This is an optimization exercise on Yosys and OpenROAD, whose aim is small area, a short achievable clock period and few clock cycles, not a production implementation. Only simulation tests tie the RTL to the original design; equivalence was not proved. Power figures rest on the tool's default switching activity, not on a simulated workload.

## flow/run.sh

```bash
#!/bin/bash
# synth_recipe.tcl (not shown) runs the flow's synth.tcl, then flattens the netlist and writes it again
# the make line also repeats each setting of config.mk as NAME=value (left out here)
make -C /OpenROAD-flow-scripts/flow DESIGN_CONFIG=/design/flow/config.mk WORK_HOME=/design/flow/orfs CLKGATE_MAP_FILE= SYNTH_SCRIPT=/design/flow/synth_recipe.tcl finish
```

## flow/config.mk

```make
export PLATFORM = sky130hd
export DESIGN_NAME = sbk_top
export DESIGN_NICKNAME = sbk_top
export VERILOG_FILES = /design/flow/design.v
export SDC_FILE = /design/flow/constraint.sdc
export NUM_CORES = 4
export LEC_CHECK = 0
export CAP_MARGIN = 20
export CORE_MARGIN = 2
export CORE_UTILIZATION = 40
export PLACE_DENSITY = 0.6
export SLEW_MARGIN = 20
```

## flow/constraint.sdc

```tcl
create_clock -name core_clock -period 17.0 [get_ports {clk}]
set_input_delay 3.4000 -clock core_clock [delete_from_list [all_inputs] [get_ports {clk}]]
set_output_delay 3.4000 -clock core_clock [all_outputs]
set_load 0.01 [all_outputs]
```

## flow/design.v

```verilog
`default_nettype none
module sbk_core (
    input  wire        clk,
    input  wire        rst_n,
    input  wire        irq,
    output wire [31:0] imem_addr,
    input  wire [31:0] imem_rdata,
    output wire [31:0] dmem_addr,
    output wire [31:0] dmem_wdata,
    output wire [3:0]  dmem_wstrb,
    output wire        dmem_we,
    input  wire [31:0] dmem_rdata
);
    reg  [9:0]  dpc;         
    reg         dval;        
    reg         ev;          
    reg         lph;         
    reg  [1:0]  tst;         
    reg  [9:0]  epc;
    reg  [31:0] ea, eb;
    reg  [11:0] eimm;        
    reg  [9:0]  etgt;        
    reg  [4:0]  erd;
    reg  [2:0]  ef3;
    reg         e_wr, e_alu, e_sub, e_sra, e_load, e_store, e_br, e_jal, e_jalr;
    reg         e_ui, e_csr, e_csri, e_mret, e_exc, e_ecall, e_ebreak;
    reg  [3:0]  e_csel;
    reg  [1:0]  lsb;         
    reg         t_ecall, t_ebreak;
    reg  [31:0] mtvec, mepc, mtval;
    reg         mc31;
    reg  [4:0]  mc;
    reg         MIE, MPIE, MEIE;
    reg  [31:0] rf [1:31];
    wire [31:0] ins = imem_rdata;
    wire [6:0]  op  = ins[6:0];
    wire [2:0]  f3  = ins[14:12];
    wire [6:0]  f7  = ins[31:25];
    wire [4:0]  rs1 = ins[19:15];
    wire [4:0]  rs2 = ins[24:20];
    wire [4:0]  rd  = ins[11:7];
    wire f7z = (f7 == 7'h00);
    wire f7s = (f7 == 7'h20);
    wire d_lui   = (op == 7'b0110111);
    wire d_auipc = (op == 7'b0010111);
    wire d_jal   = (op == 7'b1101111);
    wire d_jalr  = (op == 7'b1100111) & (f3 == 3'b000);
    wire d_br    = (op == 7'b1100011) & (f3[2:1] != 2'b01);
    wire d_load  = (op == 7'b0000011) & (f3[1:0] != 2'b11);
    wire d_store = (op == 7'b0100011) & (f3[1:0] != 2'b11) & ~f3[2];
    wire d_alui  = (op == 7'b0010011) & ( (f3[1:0] != 2'b01) | ((f3 == 3'b001) & f7z)
                                        | ((f3 == 3'b101) & (f7z | f7s)) );
    wire d_alur  = (op == 7'b0110011) & ( f7z | (f7s & ((f3 == 3'b000) | (f3 == 3'b101))) );
    wire d_fence = (op == 7'b0001111) & (f3[2:1] == 2'b00);
    wire d_ecall = (ins == 32'h0000_0073);
    wire d_ebrk  = (ins == 32'h0010_0073);
    wire d_mret  = (ins == 32'h3020_0073);
    wire d_csr   = (op == 7'b1110011) & (f3[1:0] != 2'b00);
    wire d_legal = d_lui | d_auipc | d_jal | d_jalr | d_br | d_load | d_store | d_alui
                 | d_alur | d_fence | d_ecall | d_ebrk | d_mret | d_csr;
    wire d_wr    = (d_lui | d_auipc | d_jal | d_jalr | d_load | d_alui | d_alur | d_csr)
                 & (rd != 5'd0);
    reg [3:0] d_csel;
    always @(*) begin
        case (ins[31:20])
            12'h300: d_csel = 4'd1;
            12'h304: d_csel = 4'd2;
            12'h344: d_csel = 4'd3;
            12'h301: d_csel = 4'd4;
            12'h305: d_csel = 4'd5;
            12'h341: d_csel = 4'd6;
            12'h342: d_csel = 4'd7;
            12'h343: d_csel = 4'd8;
            default: d_csel = 4'd0;
        endcase
    end
    wire        wen_f;           
    wire [31:0] wd;
    wire [31:0] rf1 = (rs1 == 5'd0) ? 32'd0 : rf[rs1];
    wire [31:0] rf2 = (rs2 == 5'd0) ? 32'd0 : rf[rs2];
    wire [31:0] rs1v = (wen_f & (erd == rs1)) ? wd : rf1;
    wire [31:0] rs2v = (wen_f & (erd == rs2)) ? wd : rf2;
    wire [31:0] immI = {{20{ins[31]}}, ins[31:20]};
    wire [31:0] immU = {ins[31:12], 12'd0};
    wire [9:0]  immB = {ins[7], ins[30:25], ins[11:9]};
    wire [9:0]  immJ = {ins[20], ins[30:22]};
    reg  [31:0] d_b;
    always @(*) begin
        if (d_alui | d_load | d_jalr) d_b = immI;
        else if (d_lui)               d_b = immU;
        else if (d_auipc)             d_b = {ins[31:12], dpc, 2'b00};
        else if (d_csr)               d_b = {27'd0, rs1};
        else                          d_b = rs2v;
    end
    wire int_en   = MIE & MEIE & irq;
    wire int_take = int_en & ev & ~e_store & ~lph;
    wire exc_take = ev & e_exc;
    wire trap_e   = int_take | exc_take;
    wire [31:0] bsel = e_store ? {{20{eimm[11]}}, eimm} : eb;
    wire [31:0] sum  = ea + (e_sub ? ~bsel : bsel) + {31'd0, e_sub};
    wire slt  = (ea[31] == eb[31]) ? sum[31] : ea[31];
    wire sltu = (ea[31] == eb[31]) ? sum[31] : eb[31];
    wire eq   = (ea == eb);
    wire        sl = ~ef3[2];
    wire [31:0] ea_rev;
    genvar gi;
    generate for (gi = 0; gi < 32; gi = gi + 1) begin : g_rev
        assign ea_rev[gi] = ea[31-gi];
    end endgenerate
    wire [31:0] sh_in = sl ? ea_rev : ea;
    wire        sh_fill = e_sra & ea[31] & ~sl;
    wire [63:0] sh_ext = {{32{sh_fill}}, sh_in} >> eb[4:0];
    wire [31:0] sh_r = sh_ext[31:0];
    wire [31:0] sh_out;
    generate for (gi = 0; gi < 32; gi = gi + 1) begin : g_rev2
        assign sh_out[gi] = sl ? sh_r[31-gi] : sh_r[gi];
    end endgenerate
    reg [31:0] alu;
    always @(*) begin
        case (ef3)
            3'd0: alu = sum;
            3'd1: alu = sh_out;
            3'd2: alu = {31'd0, slt};
            3'd3: alu = {31'd0, sltu};
            3'd4: alu = ea ^ eb;
            3'd5: alu = sh_out;
            3'd6: alu = ea | eb;
            default: alu = ea & eb;
        endcase
    end
    reg [31:0] csr_old;
    always @(*) begin
        case (e_csel)
            4'd1: csr_old = {19'd0, 2'b11, 3'd0, MPIE, 3'd0, MIE, 3'd0};
            4'd2: csr_old = {20'd0, MEIE, 11'd0};
            4'd3: csr_old = {20'd0, irq, 11'd0};
            4'd4: csr_old = 32'h4000_0100;
            4'd5: csr_old = mtvec;
            4'd6: csr_old = mepc;
            4'd7: csr_old = {mc31, 26'd0, mc};
            4'd8: csr_old = mtval;
            default: csr_old = 32'd0;
        endcase
    end
    wire [31:0] csr_src = e_csri ? {27'd0, eb[4:0]} : ea;
    wire [31:0] csr_new = (ef3[1:0] == 2'b01) ? csr_src :
                          (ef3[1:0] == 2'b10) ? (csr_old | csr_src) : (csr_old & ~csr_src);
    wire csr_we = ev & e_csr & ~int_take;
    reg [7:0] lb;
    always @(*) begin
        case (lsb)
            2'd0: lb = dmem_rdata[7:0];
            2'd1: lb = dmem_rdata[15:8];
            2'd2: lb = dmem_rdata[23:16];
            default: lb = dmem_rdata[31:24];
        endcase
    end
    wire [15:0] lh = lsb[1] ? dmem_rdata[31:16] : dmem_rdata[15:0];
    wire [31:0] ldata = (ef3[1:0] == 2'd0) ? {{24{~ef3[2] & lb[7]}}, lb} :
                        (ef3[1:0] == 2'd1) ? {{16{~ef3[2] & lh[15]}}, lh} : dmem_rdata;
    wire [10:0] epc1 = {1'b0, epc} + 11'd1;
    wire [31:0] res = e_alu ? alu :
                      e_ui  ? eb  :
                      e_csr ? csr_old : {19'd0, epc1, 2'b00};
    assign wd    = lph ? ldata : res;
    assign wen_f = (ev & e_wr & ~e_load) | (lph & e_wr);
    wire   wen   = wen_f & ~trap_e;
    always @(posedge clk) begin
        if (wen) rf[erd] <= wd;
    end
    wire bcond = (ef3[2] ? (ef3[1] ? sltu : slt) : eq) ^ ef3[0];
    wire redirect = ev & (e_jal | e_jalr | e_mret | (e_br & bcond));
    wire [9:0] rtgt = e_mret ? mepc[11:2] : e_jalr ? sum[11:2] : etgt;
    wire stall_f = ev & e_load & ~lph;             
    wire stall   = stall_f & ~int_take;
    reg [9:0] fpc;
    always @(*) begin
        if (tst == 2'd1)      fpc = epc;
        else if (tst == 2'd2) fpc = mtvec[11:2];
        else if (redirect)    fpc = rtgt;
        else if (stall_f)     fpc = dpc;
        else                  fpc = dpc + 10'd1;
    end
    assign imem_addr = {20'd0, fpc, 2'b00};
    assign dmem_addr  = sum;
    assign dmem_we    = ev & e_store;
    assign dmem_wdata = (ef3[1:0] == 2'd0) ? {4{eb[7:0]}} :
                        (ef3[1:0] == 2'd1) ? {2{eb[15:0]}} : eb;
    reg [3:0] wstb;
    always @(*) begin
        casez ({ef3[1:0], sum[1:0]})
            4'b1?_00: wstb = 4'b1111;
            4'b01_00: wstb = 4'b0011;
            4'b01_10: wstb = 4'b1100;
            4'b00_00: wstb = 4'b0001;
            4'b00_01: wstb = 4'b0010;
            4'b00_10: wstb = 4'b0100;
            4'b00_11: wstb = 4'b1000;
            default:  wstb = 4'b0000;
        endcase
    end
    assign dmem_wstrb = wstb;
    wire e_take = (tst == 2'd0) & ~trap_e & ~stall;    
    always @(posedge clk or negedge rst_n) begin
        if (~rst_n) begin
            dpc  <= 10'h3ff;
            dval <= 1'b0;
            ev   <= 1'b0;
            lph  <= 1'b0;
            tst  <= 2'd0;
        end else begin
            dpc  <= fpc;
            dval <= (tst != 2'd1) & ~trap_e;
            lph  <= stall;
            if (e_take)      ev <= dval & ~redirect;
            else if (!stall) ev <= 1'b0;
            if (trap_e)           tst <= 2'd1;
            else if (tst == 2'd1) tst <= 2'd2;
            else if (tst == 2'd2) tst <= 2'd0;
        end
    end
    always @(posedge clk) begin
        ea   <= rs1v;
        eb   <= d_b;
        eimm <= {ins[31:25], ins[11:7]};
        etgt <= dpc + (d_jal ? immJ : immB);
        if (stall_f) lsb <= sum[1:0];
    end
    always @(posedge clk) begin
        if (e_take) begin
            epc    <= dpc;
            erd    <= rd;
            ef3    <= f3;
            e_wr   <= d_wr;
            e_alu  <= d_alui | d_alur;
            e_sub  <= (d_alur & ins[30] & (f3 == 3'b000)) | ((d_alui | d_alur) & (f3[2:1] == 2'b01)) | d_br;
            e_sra  <= ins[30];
            e_load <= d_load;
            e_store<= d_store;
            e_br   <= d_br;
            e_jal  <= d_jal;
            e_jalr <= d_jalr;
            e_ui   <= d_lui | d_auipc;
            e_csr  <= d_csr;
            e_csri <= f3[2];
            e_csel <= d_csel;
            e_mret <= d_mret;
            e_exc  <= ~d_legal | d_ecall | d_ebrk;
            e_ecall  <= d_ecall;
            e_ebreak <= d_ebrk;
        end
        if (trap_e) begin
            t_ecall  <= e_ecall;
            t_ebreak <= e_ebreak;
        end
    end
    always @(posedge clk or negedge rst_n) begin
        if (~rst_n) begin
            mtvec <= 32'h0000_0040;
            mepc  <= 32'd20;
            mtval <= 32'd0;
            mc31  <= 1'b0;
            mc    <= 5'd0;
            MIE   <= 1'b0;
            MPIE  <= 1'b0;
            MEIE  <= 1'b0;
        end else begin
            if (tst == 2'd1) begin
                mepc <= {20'd0, epc, 2'b00};
                mc31 <= irq;
                mc   <= (int_en | t_ecall) ? 5'd11 : t_ebreak ? 5'd3 : 5'd2;
                MPIE <= MIE;
                MIE  <= 1'b0;
            end
            if (tst == 2'd2) mtval <= imem_rdata;
            if (ev & e_mret & ~int_take) begin
                MIE  <= MPIE;
                MPIE <= 1'b1;
            end
            if (csr_we) begin
                if (e_csel == 4'd5) mtvec <= csr_new;
                if (e_csel == 4'd6) mepc  <= csr_new;
                if (e_csel == 4'd1) begin MPIE <= csr_new[7]; MIE <= csr_new[3]; end
                if (e_csel == 4'd2) MEIE <= csr_new[11];
            end
        end
    end
endmodule
`default_nettype wire
`default_nettype none
module sbk_top (
    input  wire        clk,
    input  wire        rst_n,
    input  wire        irq,
    output wire [31:0] imem_addr,
    input  wire [31:0] imem_rdata,
    output wire [31:0] dmem_addr,
    output wire [31:0] dmem_wdata,
    output wire [3:0]  dmem_wstrb,
    output wire        dmem_we,
    input  wire [31:0] dmem_rdata
);
    sbk_core core (
        .clk(clk), .rst_n(rst_n), .irq(irq),
        .imem_addr(imem_addr), .imem_rdata(imem_rdata),
        .dmem_addr(dmem_addr), .dmem_wdata(dmem_wdata), .dmem_wstrb(dmem_wstrb),
        .dmem_we(dmem_we), .dmem_rdata(dmem_rdata)
    );
endmodule
`default_nettype wire
```

==> impl_metrics.yaml, run 1 <==
min_path:
  min_from: "core.e_ecall$_DFFE_PP_"
  min_path_type: "flip-flop to flip-flop"
timing:
  maxSlewViolCount: 0
  fmax_mhz: 99.7
  hold_violations: 0
  rsz0062_at_grt: "false"
  finalWorstSetupSlack_ns: 6.97
  maxSlewHeadroom: 0.176
  worstMarginPinSlew_ns: 1.23
  fin_crit_ns: 10.03
  fin_skew_ns: 0.0415
  period_share: 0.590
  setup_viol: 0
  fin_tns_setup_ns: 0
finish:
  finalNonFillerCells: 7194
  fin_area_sq_mm: 0.0758
  fillerInstances: 14700
  fin_nets: 5053
  syn_to_final_growth_pct: 12.5
  drive_above_1_share: 0.226
clock_tree:
  root_buffer: "clkbuf_16"
  clock_path_buffers: 3
  hold_buffers: 0
  cts_tree: "done"
  cts_made_buffers: 134
  clk_pin_slew_ns: 0.06
  post_cts_resized: 0
  post_cts_buffers: 0
  clock_latency_ns: 0.81
  clock-sinks: 1237
  cts_max_level: 4
place:
  dpl.hpwl_mm: 159
  gp_congestion: 1.05
  placed_cell_area_sq_mm: 0.0714
  port_buffers: 145
  dp.cells: 6941
  preCtsSetupSlack_ns: 7.87
logic_synthesis:
  ys_top_cells_by_area: "edfxtp_1, mux4_2, dfrtp_1, mux2i_1, dfxtp_1"
  synth_cells: 4828
  synth_area_per_cell_sq_um: 14.0
  synth_area_sq_mm: 0.0674
  synth_edf_count: 1033
  yosysSeqAreaShare: 0.530
  synth_flop_cell: "edfxtp_1"
  synth_seq_cells: 1237
  async_flop_share: 0.0954
  netlist.area_leader.share: 0.460
  synthDistinctLibCells: 89
  yosysTopAreaCell: "edfxtp_1"
  ys_warn_count: 1
critical_path:
  startpoint: "core.e_store$_DFFE_PP_"
  critPathMaxStageDelay_ns: 0.72
  critPathRequiredTime_ns: 13.60
  endpoint_kind: "output port"
  r2r-start: "core.ef3[1]$_DFFE_PP_"
  critPathMaxFanout: 21
  cp_slowest_cell: "and2_1"
  start_kind: "flip-flop"
  cp_cell_sequence: "buf_4 -> and2_1 -> a21oi_1 -> xnor2_1 -> ha_1 -> nand3_1 -> or4_1 -> nor3_1 -> a311o_1 -> nand3_1 -> nor3_1 -> a211o_1 -> nor2_1 -> o31ai_1 -> clkdlybuf4s50_1"
  arrival_ns: 6.63
  path_class: "flip-flop to output port"
route:
  wirelength_mm: 254
  wl_per_cell_um: 35.3
  dr.first_iter.drc_count: 6766
  viasPerCell: 6.61
  post-route-drc-count: 0
  firstDrtPassIters: 8
  vias: 47600
  antenna_left: 1
global_routing:
  overflow: 0
  grt_pass1_wl_mm: 355
  antenna_found_initial: 8
  grt_pass1_vias: 46200
  grt_usage: 0.291
  grt_max_degree: 119
floorplanning:
  core_area_sq_mm: 0.167
  die_area_sq_mm: 0.172
  ios: 168
  start_util: 0.403
  rows: 150
  fp.dieW_um: 414
  die_h_um: 414
power:
  p_leak_nw: 26.3
  p_per_area_mw_per_mm2: 101
  ir_worst_vdd_mv: 0.0948
status:
  violations: "antenna rules"
  status: "complete, but fails checks"
job:
  maxCapViolCount: 0
==> final timing paths <==
| kind | end | slack, ns | cells after the start |
|---|---|---|---|
| worst max-delay path | imem_addr[8] | 6.97 | 15 |
| worst min-delay path | core.t_ecall$_DFFE_PN_ | 0.42 | 0 |
| worst max register to register | core.rf[3][29]$_DFFE_PP_ | 10.70 | 12 |
| worst min register to register | core.t_ecall$_DFFE_PN_ | 0.42 | 0 |
| max in group asynchronous | core.mtval[23]$_DFFE_PN0P_ | 12.94 | 2 |
| min in group asynchronous | core.mepc[5]$_DFF_PN0_ | 2.74 | 1 |
==> routing by layer <==
| metal | vias up | share of wire | track usage |
|---|---|---|---|
| met5 | - | 0.00039 | 0 |
| li1 | 19300 | - | - |
| met3 | 599 | 0.10 | 0.0652 |
| met1 | 24600 | 0.38 | 0.380 |
| met2 | 3050 | 0.46 | 0.458 |
| met4 | 10 | 0.057 | 0.149 |
==> worst max-delay path, delay by kind of cell (launching register included) <==
kind | cells | cell delay (ns)
fa+ha+maj | 1 | 0.47
compound gates | 4 | 1.38
xor+xnor | 1 | 0.17
flops | 1 | 0.32
simple gates | 7 | 2.53
buf+inv | 2 | 0.92
==> flip-flops by register name (all words and copies together) (netlist names), 2 cells and up <==
register,flops
core.mepc,32
core.erd,5
core.ef3,2
core.ea,32
core.mtvec,32
core.mc,3
core.e_csel,4
core.tst,2
core.eimm,12
core.lsb,2
core.mtval,32
core.rf,992
core.dpc,10
core.epc,10
core.eb,32
core.etgt,10
==> cells in the final DEF (no fill, tap or decap), types with 23 or more instances in the layout <==
master           count
nor2b_1             27
clkinv_2            23
o221ai_1            40
mux2i_1            246
o211ai_1            28
a222oi_1            27
xnor2_1            103
clkbuf_16          136
a221oi_1            26
a21o_1              34
a211oi_1            45
ha_1               109
nor2_1             226
buf_4              151
clkdlybuf4s50_1    134
mux4_2             581
a22oi_1             37
o22ai_1             43
inv_1              123
edfxtp_1          1033
a31oi_1             28
o21ai_0            277
nand3b_1            27
nand2_1            382
dfxtp_1             82
xor2_1              23
nor2_4              32
nor3_1              37
dfrtp_1            105
a21oi_1            259
mux2_2              76
nand3_1             43
==> per-stage QoR <==
stage | power, mW | util | hold WS, ns
2_1_floorplan | 4.17 | - | 0.400
3_3_place_gp | 4.73 | 0.427 | 0.408
6_report | 7.64 | 0.453 | 0.421
5_1_grt | 7.84 | 0.453 | 0.424
4_1_cts | 7.64 | 0.453 | 0.420
3_5_place_dp | 4.73 | 0.427 | 0.407
==> synthesized netlist by cell type (64+ instances only) <==
cell and n:
edfxtp_1 1033, mux4_2 581, nand2_1 385, o21ai_0 278, nor2_1 264, a21oi_1 261
mux2i_1 246, clkbuf_1 242, inv_1 124, ha_1 110, dfrtp_1 105, xnor2_1 103
dfxtp_1 86, mux2_2 76, buf_1 64
==> power by group <==
part	internal, mW	switching [mW]
sequential	3.36	0.0646
clock	1.70	1.24
combinational	0.480	0.802
==> area by class of cell <==
class / count / area (sq um) / area share
flip-flops and latches: 1237 / 35700 / 0.471
multi-input cells: 3073 / 29800 / 0.393
clock buffers: 164 / 3570 / 0.0471
well taps: 2204 / 2760 / 0.0364
repair buffers: 298 / 2650 / 0.0350
clock inverters: 76 / 783 / 0.0103
inverters: 130 / 490 / 0.00647
diodes: 12 / 30.0 / 0.000396
==> cell families after synthesis <==
family / count (synthesis) / share of synthesized area
fa+ha+maj: 112 / 0.0210
flops: 1237 / 0.530
compound gates: 1007 / 0.0956
xor+xnor: 126 / 0.0164
other cells: 1 / 0.0000557
mux: 905 / 0.244
simple gates: 901 / 0.0588
buf+inv: 539 / 0.0340
Testbench counts, summed over its fixed seeds: cycles 36,362.
==> inputs of run 2 (changes only) <==
--- a/flow/design.v
+++ b/flow/design.v
@@ -76,8 +76,16 @@
     end
     wire        wen_f;           
     wire [31:0] wd;
-    wire [31:0] rf1 = (rs1 == 5'd0) ? 32'd0 : rf[rs1];
-    wire [31:0] rf2 = (rs2 == 5'd0) ? 32'd0 : rf[rs2];
+    reg [31:0] rf1, rf2;
+    integer ri;
+    always @(*) begin
+        rf1 = 32'd0;
+        rf2 = 32'd0;
+        for (ri = 1; ri < 32; ri = ri + 1) begin
+            rf1 = rf1 | ({32{rs1 == ri}} & rf[ri]);
+            rf2 = rf2 | ({32{rs2 == ri}} & rf[ri]);
+        end
+    end
     wire [31:0] rs1v = (wen_f & (erd == rs1)) ? wd : rf1;
     wire [31:0] rs2v = (wen_f & (erd == rs2)) ? wd : rf2;
     wire [31:0] immI = {{20{ins[31]}}, ins[31:20]};
@@ -98,8 +106,10 @@
     wire trap_e   = int_take | exc_take;
     wire [31:0] bsel = e_store ? {{20{eimm[11]}}, eimm} : eb;
     wire [31:0] sum  = ea + (e_sub ? ~bsel : bsel) + {31'd0, e_sub};
-    wire slt  = (ea[31] == eb[31]) ? sum[31] : ea[31];
-    wire sltu = (ea[31] == eb[31]) ? sum[31] : eb[31];
+    wire lt31 = (ea[30:0] < eb[30:0]);
+    wire sdif = ea[31] ^ eb[31];
+    wire slt  = sdif ? ea[31] : lt31;
+    wire sltu = sdif ? eb[31] : lt31;
     wire eq   = (ea == eb);
     wire        sl = ~ef3[2];
     wire [31:0] ea_rev;
@@ -169,18 +179,20 @@
         if (wen) rf[erd] <= wd;
     end
     wire bcond = (ef3[2] ? (ef3[1] ? sltu : slt) : eq) ^ ef3[0];
-    wire redirect = ev & (e_jal | e_jalr | e_mret | (e_br & bcond));
-    wire [9:0] rtgt = e_mret ? mepc[11:2] : e_jalr ? sum[11:2] : etgt;
+    wire jump     = ev & (e_jal | e_jalr | e_mret);
+    wire btaken   = ev & e_br & bcond;
+    wire redirect = jump | btaken;
     wire stall_f = ev & e_load & ~lph;             
     wire stall   = stall_f & ~int_take;
-    reg [9:0] fpc;
+    reg [9:0] fpc_nb;
     always @(*) begin
-        if (tst == 2'd1)      fpc = epc;
-        else if (tst == 2'd2) fpc = mtvec[11:2];
-        else if (redirect)    fpc = rtgt;
-        else if (stall_f)     fpc = dpc;
-        else                  fpc = dpc + 10'd1;
+        if (tst == 2'd1)      fpc_nb = epc;
+        else if (tst == 2'd2) fpc_nb = mtvec[11:2];
+        else if (jump)        fpc_nb = e_mret ? mepc[11:2] : e_jalr ? sum[11:2] : etgt;
+        else if (stall_f)     fpc_nb = dpc;
+        else                  fpc_nb = dpc + 10'd1;
     end
+    wire [9:0] fpc = btaken ? etgt : fpc_nb;
     assign imem_addr = {20'd0, fpc, 2'b00};
     assign dmem_addr  = sum;
     assign dmem_we    = ev & e_store;
==> flow/flow/run.sh (new file) <==
#!/bin/bash
# Own layout flow: the standard ORFS flow, with the timing repair steps
# asked to leave more setup slack (the clock and constraints are unchanged).
set -euo pipefail
bash standard.sh SETUP_SLACK_MARGIN=9.5 finish > standard_flow.log 2>&1
==> flow/standard.sh (new file) <==
#!/bin/bash
# synth_recipe.tcl (not shown) runs the flow's synth.tcl, then flattens the netlist and writes it again
# the make line also repeats each setting of config.mk as NAME=value (left out here)
make -C /OpenROAD-flow-scripts/flow DESIGN_CONFIG=/design/flow/config.mk WORK_HOME=/design/flow/orfs CLKGATE_MAP_FILE= SYNTH_SCRIPT=/design/flow/synth_recipe.tcl "${@:-finish}"
removed: flow/run.sh
==> run 2 against run 1 <==
  * The run now finishes clean
  * Clock power grew 3%
  * Synthesized area shrank 6.3%
  * Power grew 74%
  * Combinational power grew to 4.5 times the previous value
  * Non-clock buffer count grew 155
  * Core utilization grew 2.1 points
  * Die area shrank 6.2%
  * Setup slack gained 2.2 ns
  * Sequential power grew 32%
  * Global-route usage grew 11 points
  * Largest power group is now combinational cells
==> impl_metrics.yaml, run 2 <==
route:
  vias: 57500
  wl_met3_mm: 53.8
  dr.first_iter.drc_count: 11300
  wl_met2_mm: 137
  post-route-drc-count: 0
  wl_per_cell_um: 43.6
  wirelength_mm: 334
  firstDrtPassIters: 13
  antenna_left: 0
  viasPerCell: 7.51
  highest_layer: "met5"
  route.layer.met1.wl_mm: 109
critical_path:
  start_kind: "flip-flop"
  cp_slowest_cell: "or3b_4"
  endpoint_kind: "output port"
  critPathTopFamily: "compound AO/OA/AOI/OAI gates"
  arrival_ns: 4.43
  path_class: "flip-flop to output port"
  critPathRequiredTime_ns: 13.60
  critPathMaxStageDelay_ns: 0.46
  critPathMaxFanout: 7
  path_buf_inv: 2
  cp_cell_sequence: "buf_12 -> mux2i_1 -> xnor2_1 -> ha_1 -> a21o_1 -> or3_4 -> or3b_4 -> a2111oi_4 -> a211o_4 -> o21ai_4 -> a21oi_2 -> xor2_2 -> buf_2"
status:
  status: "complete, no violations"
place:
  gp_congestion: 1.03
  dp.cells: 7307
  dpl.hpwl_mm: 192
  port_buffers: 145
floorplanning:
  ios: 168
  die_area_sq_mm: 0.161
  fp.dieW_um: 401
  core_area_sq_mm: 0.156
  start_util: 0.404
  die_h_um: 401
  rows: 145
logic_synthesis:
  ys_top_cells_by_area: "edfxtp_1, a22oi_1, dfrtp_1, a221oi_1, a22o_1"
  synth_edf_count: 1033
  synth_area_sq_mm: 0.0631
  synth_flop_cell: "edfxtp_1"
  async_flop_share: 0.0954
  synth_common_cells: "edfxtp_1, a22oi_1, clkbuf_1"
  yosysTopAreaCell: "edfxtp_1"
  netlist.area_leader.share: 0.491
  yosysSeqAreaShare: 0.566
  synthDistinctLibCells: 96
  synth_cells: 5310
  synth.most_common_cell: "edfxtp_1"
  synth_seq_cells: 1237
  synth_area_per_cell_sq_um: 11.9
  ys_warn_count: 1
timing:
  fin_skew_ns: 0.0508
  rsz0062_at_grt: "true"
  fmax_mhz: 128
  fin_tns_setup_ns: 0
  fin_crit_ns: 7.83
  hold_violations: 0
  maxSlewViolCount: 0
  setup_viol: 0
  period_share: 0.461
  worstMarginPinSlew_ns: 1.35
  maxSlewHeadroom: 0.0919
power:
  totalPowerFinal_mw: 13.3
  ir_worst_vdd_mv: 0.117
  p_leak_nw: 25.5
  p_per_area_mw_per_mm2: 179
clock_tree:
  cts_made_buffers: 135
  cts_tree: "done"
  clock-sinks: 1237
  clock_latency_ns: 0.82
  clk_pin_slew_ns: 0.06
  hold_buffers: 0
  root_buffer: "clkbuf_16"
  clock_path_buffers: 3
  cts_max_level: 4
finish:
  fin_nets: 5693
  final_core_util: 0.475
  syn_to_final_growth_pct: 17.6
  top_register: "core.rf"
  mostFrequentLayoutCell: "edfxtp_1"
  largest_reg_flops: 992
  layout_common_cells: "edfxtp_1, a22oi_1, buf_4"
  drive_above_1_share: 0.182
  finalNonFillerCells: 7657
global_routing:
  grt_max_degree: 107
  antenna_found_initial: 14
  grt_pass1_vias: 53400
  overflow: 0
  grt_pass1_wl_mm: 446
  grt_usage: 0.399
job:
  maxCapViolCount: 0
min_path:
  min_path_type: "flip-flop to flip-flop"
run 2: cell count changes after synthesis, moves of 46 or more:
cell	before	now
a221oi_1	26	251
a22o_1	10	237
a22oi_1	37	447
clkbuf_1	242	322
mux2i_1	246	99
mux4_2	581	42
nand2_1	385	281
nand3_1	44	128
nand4_1	16	143
nor2_1	264	310
run 2: cells by family after synthesis:
| logic type | Yosys count | share of synthesized area |
|---|---|---|
| AO/OA/AOI/OAI | 1823 | 0.212 |
| flip-flops | 1237 | 0.566 |
| AND/OR/NAND/NOR | 1152 | 0.0887 |
| buffers and inverters | 576 | 0.0373 |
| multiplexers | 248 | 0.0500 |
| adder cells (fa/ha/maj) | 141 | 0.0282 |
| XOR/XNOR | 132 | 0.0184 |
| other | 1 | 0.0000594 |
run 2: through the flow:
stage / hold WS, ns / worst slack (ns) / cell area (sq um)
finish: 0.419 / 9.17 / 74200
global route: 0.429 / 9.02 / 74200
global placement: 0.405 / 8.64 / 67800
floorplan: 0.400 / 9.62 / 63200
detailed placement: 0.406 / 8.73 / 67800
CTS: 0.420 / 9.14 / 73500
run 2: per-layer routing:
layer  GRT usage  vias to the layer above
li1            -                    21600
met1       0.477                    27700
met2       0.578                     6161
met3       0.157                     1913
met4       0.300                       30
met5     0.00416                        -
run 2: report_power, final:
part / switching, mW / internal, mW / leakage (nW)
registers: 0.314 / 4.20 / 11.7
clock network: 1.30 / 1.72 / 2.17
logic: 3.75 / 1.98 / 11.6
run 2: layout make-up:
class                      instances  area (sq um)
clock buffer                     160          3470
clock inverter                    83           971
timing repair buffer             453          3940
multi-input combinational       3519         26900
fill                           14000         82200
inverter                         138           534
antenna                            8          20.0
timing repair inverter             1          7.51
tap                             2058          2570
sequential                      1237         35800
run 2: path summary, 6_finish.rpt:
| kind | start | slack [ns] | depth (start not counted) | endpoint |
|---|---|---|---|---|
| hold / removal | core.e_ecall$_DFFE_PP_ | 0.42 | 0 | core.t_ecall$_DFFE_PN_ |
| min in group asynchronous | rst_n | 2.56 | 1 | core.mtvec[11]$_DFFE_PN0P_ |
| setup reg to reg | core.e_csri$_DFFE_PP_ | 11.22 | 10 | core.rf[11][25]$_DFFE_PP_ |
| setup / recovery | core.e_store$_DFFE_PP_ | 9.17 | 13 | dmem_addr[31] |
| hold reg to reg | core.e_ecall$_DFFE_PP_ | 0.42 | 0 | core.t_ecall$_DFFE_PN_ |
| max in group asynchronous | rst_n | 13.17 | 2 | core.mtvec[23]$_DFFE_PN0P_ |
run 2: what timing repair did:
item                                    4_1_cts  5_1_grt
resized for setup                           301      103
endpoints found under the setup margin       38       32
gates cloned                                  6        0
pin swaps                                    52       67
buffers inserted                             51       41
Testbench counts of run 2, summed over its fixed seeds: cycles 36,362.
==> inputs of run 3 (changes only) <==
--- a/flow/design.v
+++ b/flow/design.v
@@ -104,36 +104,38 @@
     wire int_take = int_en & ev & ~e_store & ~lph;
     wire exc_take = ev & e_exc;
     wire trap_e   = int_take | exc_take;
-    wire [31:0] bsel = e_store ? {{20{eimm[11]}}, eimm} : eb;
-    wire [31:0] sum  = ea + (e_sub ? ~bsel : bsel) + {31'd0, e_sub};
+    wire [31:0] addr = ea + {{20{eimm[11]}}, eimm};
+    wire [31:0] sum  = ea + (e_sub ? ~eb : eb) + {31'd0, e_sub};
     wire lt31 = (ea[30:0] < eb[30:0]);
     wire sdif = ea[31] ^ eb[31];
     wire slt  = sdif ? ea[31] : lt31;
     wire sltu = sdif ? eb[31] : lt31;
     wire eq   = (ea == eb);
     wire        sl = ~ef3[2];
-    wire [31:0] ea_rev;
+    wire [31:0] ea_rev, sh_rev;
     genvar gi;
     generate for (gi = 0; gi < 32; gi = gi + 1) begin : g_rev
         assign ea_rev[gi] = ea[31-gi];
     end endgenerate
-    wire [31:0] sh_in = sl ? ea_rev : ea;
     wire        sh_fill = e_sra & ea[31] & ~sl;
-    wire [63:0] sh_ext = {{32{sh_fill}}, sh_in} >> eb[4:0];
-    wire [31:0] sh_r = sh_ext[31:0];
-    wire [31:0] sh_out;
+    wire [31:0] sh0 = sl ? ea_rev : ea;
+    wire [31:0] sh1 = eb[0] ? {sh_fill,       sh0[31:1]}  : sh0;
+    wire [31:0] sh2 = eb[1] ? {{2{sh_fill}},  sh1[31:2]}  : sh1;
+    wire [31:0] sh3 = eb[2] ? {{4{sh_fill}},  sh2[31:4]}  : sh2;
+    wire [31:0] sh4 = eb[3] ? {{8{sh_fill}},  sh3[31:8]}  : sh3;
+    wire [31:0] sh_r = eb[4] ? {{16{sh_fill}}, sh4[31:16]} : sh4;
     generate for (gi = 0; gi < 32; gi = gi + 1) begin : g_rev2
-        assign sh_out[gi] = sl ? sh_r[31-gi] : sh_r[gi];
+        assign sh_rev[gi] = sh_r[31-gi];
     end endgenerate
     reg [31:0] alu;
     always @(*) begin
         case (ef3)
             3'd0: alu = sum;
-            3'd1: alu = sh_out;
+            3'd1: alu = sh_rev;
             3'd2: alu = {31'd0, slt};
             3'd3: alu = {31'd0, sltu};
             3'd4: alu = ea ^ eb;
-            3'd5: alu = sh_out;
+            3'd5: alu = sh_r;
             3'd6: alu = ea | eb;
             default: alu = ea & eb;
         endcase
@@ -188,19 +190,19 @@
     always @(*) begin
         if (tst == 2'd1)      fpc_nb = epc;
         else if (tst == 2'd2) fpc_nb = mtvec[11:2];
-        else if (jump)        fpc_nb = e_mret ? mepc[11:2] : e_jalr ? sum[11:2] : etgt;
+        else if (jump)        fpc_nb = e_mret ? mepc[11:2] : e_jalr ? addr[11:2] : etgt;
         else if (stall_f)     fpc_nb = dpc;
         else                  fpc_nb = dpc + 10'd1;
     end
     wire [9:0] fpc = btaken ? etgt : fpc_nb;
     assign imem_addr = {20'd0, fpc, 2'b00};
-    assign dmem_addr  = sum;
+    assign dmem_addr  = addr;
     assign dmem_we    = ev & e_store;
     assign dmem_wdata = (ef3[1:0] == 2'd0) ? {4{eb[7:0]}} :
                         (ef3[1:0] == 2'd1) ? {2{eb[15:0]}} : eb;
     reg [3:0] wstb;
     always @(*) begin
-        casez ({ef3[1:0], sum[1:0]})
+        casez ({ef3[1:0], addr[1:0]})
             4'b1?_00: wstb = 4'b1111;
             4'b01_00: wstb = 4'b0011;
             4'b01_10: wstb = 4'b1100;
@@ -234,9 +236,9 @@
     always @(posedge clk) begin
         ea   <= rs1v;
         eb   <= d_b;
-        eimm <= {ins[31:25], ins[11:7]};
+        eimm <= d_store ? {ins[31:25], ins[11:7]} : ins[31:20];
         etgt <= dpc + (d_jal ? immJ : immB);
-        if (stall_f) lsb <= sum[1:0];
+        if (stall_f) lsb <= addr[1:0];
     end
     always @(posedge clk) begin
         if (e_take) begin
==> flow/flow/run.sh (replaced) <==
#!/bin/bash
# Own layout flow: the standard ORFS flow (standard synthesis unchanged),
# with the timing repair steps asked to leave more setup slack (the clock
# and constraints are unchanged), and extra antenna repair rounds after
# detailed routing.  Each tool's full output is in the ORFS logs under
# orfs/logs; make's own output goes to standard_flow.log.
set -euo pipefail
HERE=$(pwd)
bash standard.sh SETUP_SLACK_MARGIN=10 \
    POST_DETAIL_ROUTE_TCL="$HERE/flow/antenna_fix.tcl" finish > standard_flow.log 2>&1
==> flow/flow/antenna_fix.tcl (new file) <==
# Sourced by ORFS after detailed routing: repeat antenna repair (with a
# ratio margin) and incremental detailed routing until no violation is left.
set ant_iter 0
while { [check_antennas] > 0 && $ant_iter < 6 } {
  repair_antennas -ratio_margin [expr { 10 + 10 * $ant_iter }]
  detailed_route {*}$::all_args
  incr ant_iter
}
puts "antenna_fix: $ant_iter extra rounds, [check_antennas] violations left"
==> run 3 against run 2 <==
  * Still clean
  * Sequential cell count stayed put
  * Synthesized cell count is 3.7% higher
  * Final cell count is 3.5% higher
  * Critical path depth is 1 higher
  * Die area is 1.8% higher
  * Routed wire length is 3.2% higher
  * Core utilization is 0.26 points higher
  * Clock power is 4% higher
  * Via count is 3.3% higher
  * Design area is 2.9% higher
  * Clock skew is 0.014 ns higher
  * Combinational power is 18% lower
  * Largest cell class unchanged
  * Largest power group unchanged
==> impl_metrics.yaml, run 3 <==
status:
  status: "complete, no violations"
power:
  totalPowerFinal_mw: 12.3
  intPower_mw: 7.54
  p_clk_frac: 0.256
  ir_worst_vdd_mv: 0.103
  p_leak_nw: 26.7
  p_per_area_mw_per_mm2: 162
  switchingPower_mw: 4.81
  pwr-share-seq: 0.362
  switching_share: 0.389
  combPwrFrac: 0.382
route:
  post-route-drc-count: 0
  dr.first_iter.drc_count: 11100
  wl_per_cell_um: 43.4
  antenna_left: 0
  firstDrtPassIters: 14
  viasPerCell: 7.50
  vias: 59400
  wirelength_mm: 344
critical_path:
  rrSetupSlack_ns: 11.14
  critPathRequiredTime_ns: 13.60
  path_class: "flip-flop to output port"
  startpoint: "core.ea[0]$_DFF_P_"
  worstReg2RegEnd: "core.ea[3]$_DFF_P_"
  start_kind: "flip-flop"
  critPathMaxFanout: 3
  endpoint: "dmem_addr[28]"
  arrival_ns: 4.08
  ff2ff_path_depth: 12
  endpoint_kind: "output port"
  r2r-start: "core.e_csri$_DFFE_PP_"
timing:
  rsz0062_at_grt: "true"
  worstMarginPinSlew_ns: 1.26
  fmax_mhz: 134
  maxSlewHeadroom: 0.160
  hold_violations: 0
  fin_crit_ns: 7.48
  period_share: 0.440
  fin_tns_setup_ns: 0
  setup_viol: 0
  fin_skew_ns: 0.0646
  maxSlewViolCount: 0
finish:
  syn_to_final_growth_pct: 18.7
  fillerInstances: 14200
  fin_nets: 5951
  mostFrequentLayoutCell: "edfxtp_1"
  top_register: "core.rf"
  layout_common_cells: "edfxtp_1, a22oi_1, nand2_1"
  multi_input_area_sq_mm: 0.0280
  drive_above_1_share: 0.180
  seq_area_sq_mm: 0.0358
  largest_reg_flops: 992
place:
  gp_congestion: 1.02
  port_buffers: 145
  dpl.hpwl_mm: 202
logic_synthesis:
  synth_common_cells: "edfxtp_1, a22oi_1, nand2_1"
  synth_flop_cell: "edfxtp_1"
  synth_area_sq_mm: 0.0643
  synth_edf_count: 1033
  netlist.area_leader.share: 0.482
  synth_seq_cells: 1237
  async_flop_share: 0.0954
  ys_warn_count: 1
  yosysTopAreaCell: "edfxtp_1"
  synthDistinctLibCells: 93
  synth_cells: 5505
  yosysSeqAreaShare: 0.555
  synth_area_per_cell_sq_um: 11.7
  ys_top_cells_by_area: "edfxtp_1, a22oi_1, dfrtp_1, ha_1, dfxtp_1"
  synth.most_common_cell: "edfxtp_1"
clock_tree:
  cts_max_level: 4
  clock_latency_ns: 0.80
  clk_pin_slew_ns: 0.06
  hold_buffers: 0
  cts_made_buffers: 137
  clock_path_buffers: 3
  clock-sinks: 1237
  cts_tree: "done"
  root_buffer: "clkbuf_16"
global_routing:
  grt_max_degree: 80
  grt_pass1_wl_mm: 463
  grt_usage: 0.409
  grt_pass1_vias: 55300
  overflow: 0
  antenna_found_initial: 14
floorplanning:
  start_util: 0.402
  core_area_sq_mm: 0.160
  ios: 168
  die_h_um: 405
  rows: 147
  fp.dieW_um: 405
  die_area_sq_mm: 0.164
job:
  maxCapViolCount: 0
min_path:
  min_path_type: "flip-flop to flip-flop"
## run 3: changes by cell type after synthesis, moves of 31 or more
cell,delta
a22o_1,-99
ha_1,+31
xor2_1,+36
a221oi_1,-100
a22oi_1,+196
nand2_1,+134
## run 3: cell type report
cell class,count,share of cell area
timing repair buffer,477,0.0592
inverter,129,0.00713
sequential,1237,0.469
multi-input combinational,3727,0.367
tap,2086,0.0342
antenna,17,0.000557
clock inverter,87,0.0141
timing repair inverter,2,0.000229
clock buffer,160,0.0485
## run 3: logic make-up after synthesis
group / after synthesis / synth area share
other: 1 / 0.0000583
XOR/XNOR: 149 / 0.0203
adder cells (fa/ha/maj): 173 / 0.0340
multiplexers: 242 / 0.0519
flip-flops: 1237 / 0.555
buffers and inverters: 562 / 0.0361
AO/OA/AOI/OAI: 1863 / 0.208
AND/OR/NAND/NOR: 1278 / 0.0944
## run 3: power by group through the flow
stage,combinational [mW],sequential [mW],clock [mW]
finish,4.71,4.47,3.16
global route,4.89,4.49,3.28
CTS,4.48,4.46,3.15
detailed placement,4.24,4.53,0
global placement,4.21,4.53,0
floorplan,2.43,4.40,0
## run 3: worst min-delay path by stage
stage                       startpoint                 endpoint  slack, ns  cells past startpoint
5_1_grt        core.e_ebreak$_DFFE_PP_  core.t_ebreak$_DFFE_PN_       0.43                      0
2_1_floorplan  core.e_ebreak$_DFFE_PP_  core.t_ebreak$_DFFE_PN_       0.40                      0
3_3_place_gp    core.e_ecall$_DFFE_PP_   core.t_ecall$_DFFE_PN_       0.41                      0
6_report       core.e_ebreak$_DFFE_PP_  core.t_ebreak$_DFFE_PN_       0.42                      0
3_5_place_dp    core.e_ecall$_DFFE_PP_   core.t_ecall$_DFFE_PN_       0.41                      0
4_1_cts         core.e_ecall$_DFFE_PP_   core.t_ecall$_DFFE_PN_       0.42                      0
## run 3: critical path, cell delays in order (launching register included)
cell and delay [ns]:
dfxtp_4 0.39, ha_4 0.18, fa_2 0.35, a21o_1 0.19, and4_4 0.16, o31ai_4 0.34, a41oi_4 0.21, a31oi_4 0.25
a21oi_2 0.10, o41a_1 0.37, buf_4 0.16, a21o_1 0.16, a21oi_2 0.15, xnor2_1 0.12, buf_2 0.15
## run 3: timing repair
| item | 4_1_cts | 5_1_grt |
|---|---|---|
| pin swaps | 48 | 48 |
| buffers inserted | 75 | 15 |
| resized for setup | 324 | 91 |
| setup endpoints to repair | 37 | 39 |
| gates cloned | 10 | 0 |
## run 3: metal layers
| metal | vias up | GRT usage | share of wire |
|---|---|---|---|
| met1 | 28900 | 0.494 | 0.34 |
| met3 | 1901 | 0.179 | 0.16 |
| li1 | 22300 | - | - |
| met4 | 16 | 0.300 | 0.098 |
| met2 | 6255 | 0.578 | 0.40 |
| met5 | - | 0 | 0.00027 |
## run 3: per-stage QoR
stage	hold WS [ns]	cells	setup slack, ns	utilization	instance area, sq um
final	0.423	7922	9.52	0.477	76400
after global placement	0.412	7557	8.96	0.432	69200
after detailed placement	0.412	7558	8.95	0.432	69200
after floorplan	0.400	5526	10.12	-	64400
after global routing	0.425	7905	9.44	0.477	76300
after CTS	0.425	7890	9.51	0.474	75800
Testbench counts of run 3, summed over its fixed seeds: cycles 36,362.
==> inputs of run 4 (changes only) <==
--- a/flow/design.v
+++ b/flow/design.v
@@ -15,11 +15,10 @@
     reg         dval;        
     reg         ev;          
     reg         lph;         
-    reg  [1:0]  tst;         
+    reg         tst;         
     reg  [9:0]  epc;
     reg  [31:0] ea, eb;
     reg  [11:0] eimm;        
-    reg  [9:0]  etgt;        
     reg  [4:0]  erd;
     reg  [2:0]  ef3;
     reg         e_wr, e_alu, e_sub, e_sra, e_load, e_store, e_br, e_jal, e_jalr;
@@ -27,7 +26,10 @@
     reg  [3:0]  e_csel;
     reg  [1:0]  lsb;         
     reg         t_ecall, t_ebreak;
-    reg  [31:0] mtvec, mepc, mtval;
+    reg  [31:0] mtvec, mepc;
+    reg  [9:0]  mt_pc;       
+    reg         mt_set;      
+    reg         mt_wait;     
     reg         mc31;
     reg  [4:0]  mc;
     reg         MIE, MPIE, MEIE;
@@ -150,7 +152,7 @@
             4'd5: csr_old = mtvec;
             4'd6: csr_old = mepc;
             4'd7: csr_old = {mc31, 26'd0, mc};
-            4'd8: csr_old = mtval;
+            4'd8: csr_old = mt_set ? imem_rdata : 32'd0;
             default: csr_old = 32'd0;
         endcase
     end
@@ -176,11 +178,16 @@
                       e_csr ? csr_old : {19'd0, epc1, 2'b00};
     assign wd    = lph ? ldata : res;
     assign wen_f = (ev & e_wr & ~e_load) | (lph & e_wr);
-    wire   wen   = wen_f & ~trap_e;
+    wire   csr_mt = ev & e_csr & (e_csel == 4'd8) & mt_set;
+    wire   mt_f   = csr_mt & ~mt_wait;
+    wire   mt_c   = csr_mt & mt_wait;
+    wire   hold_e = mt_f & ~int_take;
+    wire   wen   = wen_f & ~trap_e & ~mt_f;
     always @(posedge clk) begin
         if (wen) rf[erd] <= wd;
     end
     wire bcond = (ef3[2] ? (ef3[1] ? sltu : slt) : eq) ^ ef3[0];
+    wire [9:0] etgt = epc + eimm[9:0];           
     wire jump     = ev & (e_jal | e_jalr | e_mret);
     wire btaken   = ev & e_br & bcond;
     wire redirect = jump | btaken;
@@ -188,8 +195,9 @@
     wire stall   = stall_f & ~int_take;
     reg [9:0] fpc_nb;
     always @(*) begin
-        if (tst == 2'd1)      fpc_nb = epc;
-        else if (tst == 2'd2) fpc_nb = mtvec[11:2];
+        if (tst)              fpc_nb = mtvec[11:2];
+        else if (mt_f)        fpc_nb = mt_pc;
+        else if (mt_c)        fpc_nb = epc1[9:0];
         else if (jump)        fpc_nb = e_mret ? mepc[11:2] : e_jalr ? addr[11:2] : etgt;
         else if (stall_f)     fpc_nb = dpc;
         else                  fpc_nb = dpc + 10'd1;
@@ -214,30 +222,31 @@
         endcase
     end
     assign dmem_wstrb = wstb;
-    wire e_take = (tst == 2'd0) & ~trap_e & ~stall;    
+    wire e_take = ~tst & ~trap_e & ~stall & ~hold_e;    
     always @(posedge clk or negedge rst_n) begin
         if (~rst_n) begin
             dpc  <= 10'h3ff;
             dval <= 1'b0;
             ev   <= 1'b0;
             lph  <= 1'b0;
-            tst  <= 2'd0;
+            tst  <= 1'b0;
+            mt_wait <= 1'b0;
         end else begin
             dpc  <= fpc;
-            dval <= (tst != 2'd1) & ~trap_e;
+            dval <= ~trap_e;
             lph  <= stall;
-            if (e_take)      ev <= dval & ~redirect;
-            else if (!stall) ev <= 1'b0;
-            if (trap_e)           tst <= 2'd1;
-            else if (tst == 2'd1) tst <= 2'd2;
-            else if (tst == 2'd2) tst <= 2'd0;
+            mt_wait <= hold_e;
+            if (e_take)                 ev <= dval & ~redirect & ~mt_c;
+            else if (!stall & !hold_e)  ev <= 1'b0;
+            tst  <= trap_e;
         end
     end
     always @(posedge clk) begin
         ea   <= rs1v;
         eb   <= d_b;
-        eimm <= d_store ? {ins[31:25], ins[11:7]} : ins[31:20];
-        etgt <= dpc + (d_jal ? immJ : immB);
+        eimm <= d_store ? {ins[31:25], ins[11:7]} :
+                d_jal   ? {2'b00, immJ} :
+                d_br    ? {2'b00, immB} : ins[31:20];
         if (stall_f) lsb <= addr[1:0];
     end
     always @(posedge clk) begin
@@ -272,21 +281,23 @@
         if (~rst_n) begin
             mtvec <= 32'h0000_0040;
             mepc  <= 32'd20;
-            mtval <= 32'd0;
+            mt_set <= 1'b0;
+            mt_pc  <= 10'd0;
             mc31  <= 1'b0;
             mc    <= 5'd0;
             MIE   <= 1'b0;
             MPIE  <= 1'b0;
             MEIE  <= 1'b0;
         end else begin
-            if (tst == 2'd1) begin
+            if (tst) begin
                 mepc <= {20'd0, epc, 2'b00};
+                mt_pc  <= epc;
+                mt_set <= 1'b1;
                 mc31 <= irq;
                 mc   <= (int_en | t_ecall) ? 5'd11 : t_ebreak ? 5'd3 : 5'd2;
                 MPIE <= MIE;
                 MIE  <= 1'b0;
             end
-            if (tst == 2'd2) mtval <= imem_rdata;
             if (ev & e_mret & ~int_take) begin
                 MIE  <= MPIE;
                 MPIE <= 1'b1;
==> flow/flow/run.sh (replaced) <==
#!/bin/bash
# Own layout flow: the standard ORFS flow (standard synthesis unchanged),
# with the timing repair steps asked to leave more setup slack (the clock
# and constraints are unchanged), plain buf_2 cells as the port buffers, and
# extra antenna repair rounds after detailed routing.  Each tool's full
# output is in the ORFS logs under orfs/logs; make's own output goes to
# standard_flow.log.
set -euo pipefail
HERE=$(pwd)
bash standard.sh SETUP_SLACK_MARGIN=10 \
    BUFFER_PORTS_ARGS="-buffer_cell sky130_fd_sc_hd__buf_2" \
    POST_DETAIL_ROUTE_TCL="$HERE/flow/antenna_fix.tcl" finish > standard_flow.log 2>&1
--- a/flow/config.mk
+++ b/flow/config.mk
@@ -8,5 +8,6 @@
 export CAP_MARGIN = 20
 export CORE_MARGIN = 2
 export CORE_UTILIZATION = 40
+export CTS_BUF_LIST = sky130_fd_sc_hd__clkbuf_8
 export PLACE_DENSITY = 0.6
 export SLEW_MARGIN = 20
==> run 4 against run 3 <==
  * Maximum frequency is 2.1% higher
  * Critical path depth is 2 lower
  * Sequential cell count is 32 lower
  * Register-to-register slack got worse by 0.67 ns
  * Non-clock buffer count fell by 49
  * Sequential share of layout area grew 0.80 points
  * Worst hold slack gained 0.0055 ns
  * Count of clock-buffer cells in the layout up 38
  * Design area fell by 3.6%
  * Clock power down 22%
==> impl_metrics.yaml, run 4 <==
status:
  status: "complete, no violations"
clock_tree:
  root_buffer: "clkbuf_8"
  clock-sinks: 1205
  clock_path_buffers: 3
  cts_tree: "done"
  cts_made_buffers: 192
  cts_max_level: 4
  clock_latency_ns: 0.97
  clk_pin_slew_ns: 0.07
logic_synthesis:
  ys_top_cells_by_area: "edfxtp_1, a22oi_1, ha_1, dfrtp_1, nand2_1"
  ys_warn_count: 1
  synth_cells: 5615
  synth_area_per_cell_sq_um: 11.4
  synth_flop_cell: "edfxtp_1"
  synth_edf_count: 1033
  synthDistinctLibCells: 101
  synth_area_sq_mm: 0.0641
  synth_common_cells: "edfxtp_1, a22oi_1, nand2_1"
  async_flop_share: 0.0797
  yosysSeqAreaShare: 0.545
  yosysTopAreaCell: "edfxtp_1"
  synth.most_common_cell: "edfxtp_1"
  synth_seq_cells: 1205
  netlist.area_leader.share: 0.484
floorplanning:
  rows: 146
  fp.dieW_um: 404
  die_area_sq_mm: 0.164
  start_util: 0.404
  ios: 168
  die_h_um: 404
  core_area_sq_mm: 0.159
critical_path:
  path_class: "flip-flop to output port"
  start_kind: "flip-flop"
  critPathMaxFanout: 9
  critPathRequiredTime_ns: 13.60
  arrival_ns: 3.93
  endpoint_kind: "output port"
  rrSetupSlack_ns: 10.47
place:
  dpl.hpwl_mm: 191
  preCtsSetupSlack_ns: 9.28
  port_buffers: 145
  gp_congestion: 1.04
  placed_cell_area_sq_mm: 0.0679
route:
  vias: 60000
  antenna_left: 0
  dr.first_iter.drc_count: 12400
  wl_per_cell_um: 41.5
  route.layer.met1.wl_mm: 110
  viasPerCell: 7.45
  wl_met2_mm: 134
  firstDrtPassIters: 13
  highest_layer: "met5"
  wl_met3_mm: 58.8
  post-route-drc-count: 0
  wirelength_mm: 335
finish:
  mostFrequentLayoutCell: "edfxtp_1"
  fin_area_sq_mm: 0.0736
  top_register: "core.rf"
  final_core_util: 0.464
  largest_reg_flops: 992
  layout_common_cells: "edfxtp_1, a22oi_1, nand2_1"
  fin_nets: 6055
  drive_above_1_share: 0.190
  syn_to_final_growth_pct: 14.8
timing:
  fmax_mhz: 136
  fin_tns_setup_ns: 0
  fin_crit_ns: 7.33
  period_share: 0.431
  rsz0062_at_grt: "true"
  worstMarginPinSlew_ns: 1.29
  setup_viol: 0
  fin_skew_ns: 0.0872
  maxSlewViolCount: 0
  maxSlewHeadroom: 0.142
  hold_violations: 0
  finalWorstSetupSlack_ns: 9.67
power:
  p_per_area_mw_per_mm2: 160
  p_leak_nw: 26.1
  ir_worst_vdd_mv: 0.0920
  totalPowerFinal_mw: 11.8
global_routing:
  antenna_found_initial: 31
  grt_pass1_vias: 56300
  grt_usage: 0.396
  overflow: 0
  grt_max_degree: 65
  grt_pass1_wl_mm: 451
job:
  maxCapViolCount: 0
min_path:
  min_path_type: "flip-flop to flip-flop"
run 4: changes by cell type in the layout (fill, tap and decap cells not counted), moves of 25 or more:
cell and change:
buf_2 +131, clkbuf_8 +192, mux2_1 +25, inv_1 +75, mux2_2 -28, clkinv_1 +31
a21oi_1 -33, nand3b_1 -26, clkbuf_16 -143, dfxtp_1 -26, nor2_1 +62, nand3_1 +52
clkdlybuf4s50_1 -113
run 4: what timing repair did:
| action | 4_1_cts | 5_1_grt |
|---|---|---|
| buffers inserted | 82 | 12 |
| hold buffers | 0 | 0 |
| gates resized for setup | 221 | 53 |
| setup endpoints to repair | 31 | 20 |
| pin swaps | 39 | 35 |
| gates cloned | 5 | 0 |
run 4: area by class of cell:
cell class                 instances  area, sq um
antenna                           17         42.5
multi-input combinational       3830        28400
clock buffer                     198         2730
inverter                         160          632
tap                             2072         2590
fill                           14400        85100
sequential                      1205        35100
timing repair inverter             1         8.76
timing repair buffer             428         3170
clock inverter                   148          937
run 4: path summary, 6_finish.rpt:
kind / from / to / cells after the start
worst min register to register: core.e_ecall$_DFFE_PP_ / core.t_ecall$_DFFE_PN_ / 0
worst min-delay path: core.e_ecall$_DFFE_PP_ / core.t_ecall$_DFFE_PN_ / 0
worst max register to register: core.ef3[1]$_DFFE_PP_ / core.rf[14][18]$_DFFE_PP_ / 11
worst max-delay path: core.ea[9]$_DFF_P_ / imem_addr[11] / 12
max in group asynchronous: rst_n / core.mtvec[19]$_DFFE_PN0P_ / 2
min in group asynchronous: rst_n / core.mt_pc[3]$_DFFE_PN0P_ / 1
run 4: kinds of logic (layout without fill, tap and decap cells):
kind of cell	after synthesis	after routing	synth area share
AOI/OAI and AO/OA	1890	1890	0.213
xor gates and xnor gates	141	141	0.0193
adders and majority gates	170	170	0.0335
buffers and inverters	601	935	0.0388
DFF	1205	1205	0.545
muxes	228	228	0.0485
other	1	39	0.0000585
and+or+nand+nor	1379	1379	0.102
run 4: per-layer routing:
metal | global-route usage | up-vias
li1 | - | 22700
met1 | 0.475 | 29000
met2 | 0.557 | 6420
met3 | 0.184 | 1896
met4 | 0.282 | 30
met5 | 0.00565 | -
run 4: metrics by stage:
step,instances,hold slack [ns]
3_3_place_gp,7594,0.406
2_1_floorplan,5636,0.400
6_report,8059,0.428
5_1_grt,8047,0.444
4_1_cts,8027,0.426
3_5_place_dp,7594,0.411
run 4: worst max-delay path: stages, from the launching register on:
cell	delay, ns
dfxtp_4	0.35
buf_4	0.18
ha_1	0.38
nand2_1	0.18
a2bb2oi_1	0.33
o311ai_4	0.17
xor2_2	0.23
mux2i_4	0.22
o21ai_0	0.10
a221oi_1	0.31
a21oi_2	0.10
mux2_2	0.30
buf_2	0.15
run 4: report_power, final:
part | leakage (nW) | internal, mW | switching [mW] | total (mW)
registers | 11.3 | 4.17 | 0.216 | 4.39
logic | 12.7 | 1.43 | 3.52 | 4.95
clock network | 2.06 | 1.20 | 1.27 | 2.48
total | 26.1 | 6.81 | 5.01 | 11.8
Testbench counts of run 4, summed over its fixed seeds: cycles 36,326.

-- re-timing with driven ports --
In the flow no input, the clock included, has a driving cell. The finished layouts below were timed again as built, in two steps.
Step 1 sets driving cells, clkbuf_16 on the clock port and buf_2 on the other inputs (assumed; they add their load-dependent delay and slew).
Step 2 adds t to the input delays and takes it off the output delays; t is the mean of the earliest and latest rising clock arrival at the registers after step 1. Input paths then give back, and output paths get back, about the clock's delay inside the block.
a / b / c = no drivers / after step 1 / after step 2; a / b = the first two.
| run | shift t [ns] | setup WS [ns] | worst setup path at the end | cell pins on the clock port's net |
|---|---|---|---|---|
| run 1 | 0.875 | 6.973 / 6.884 / 7.759 | register to output | 1 |
| run 2 | 0.871 | 9.167 / 9.088 / 8.720 | input to register | 1 |
| run 3 | 0.857 | 9.522 / 9.437 / 9.081 | input to register | 1 |
| run 4 | 1.024 | 9.673 / 9.579 / 9.204 | input to register | 1 |
The setup slack of run 4, which loses most, moves by -0.094 ns with the drivers and by -0.469 ns with both steps.
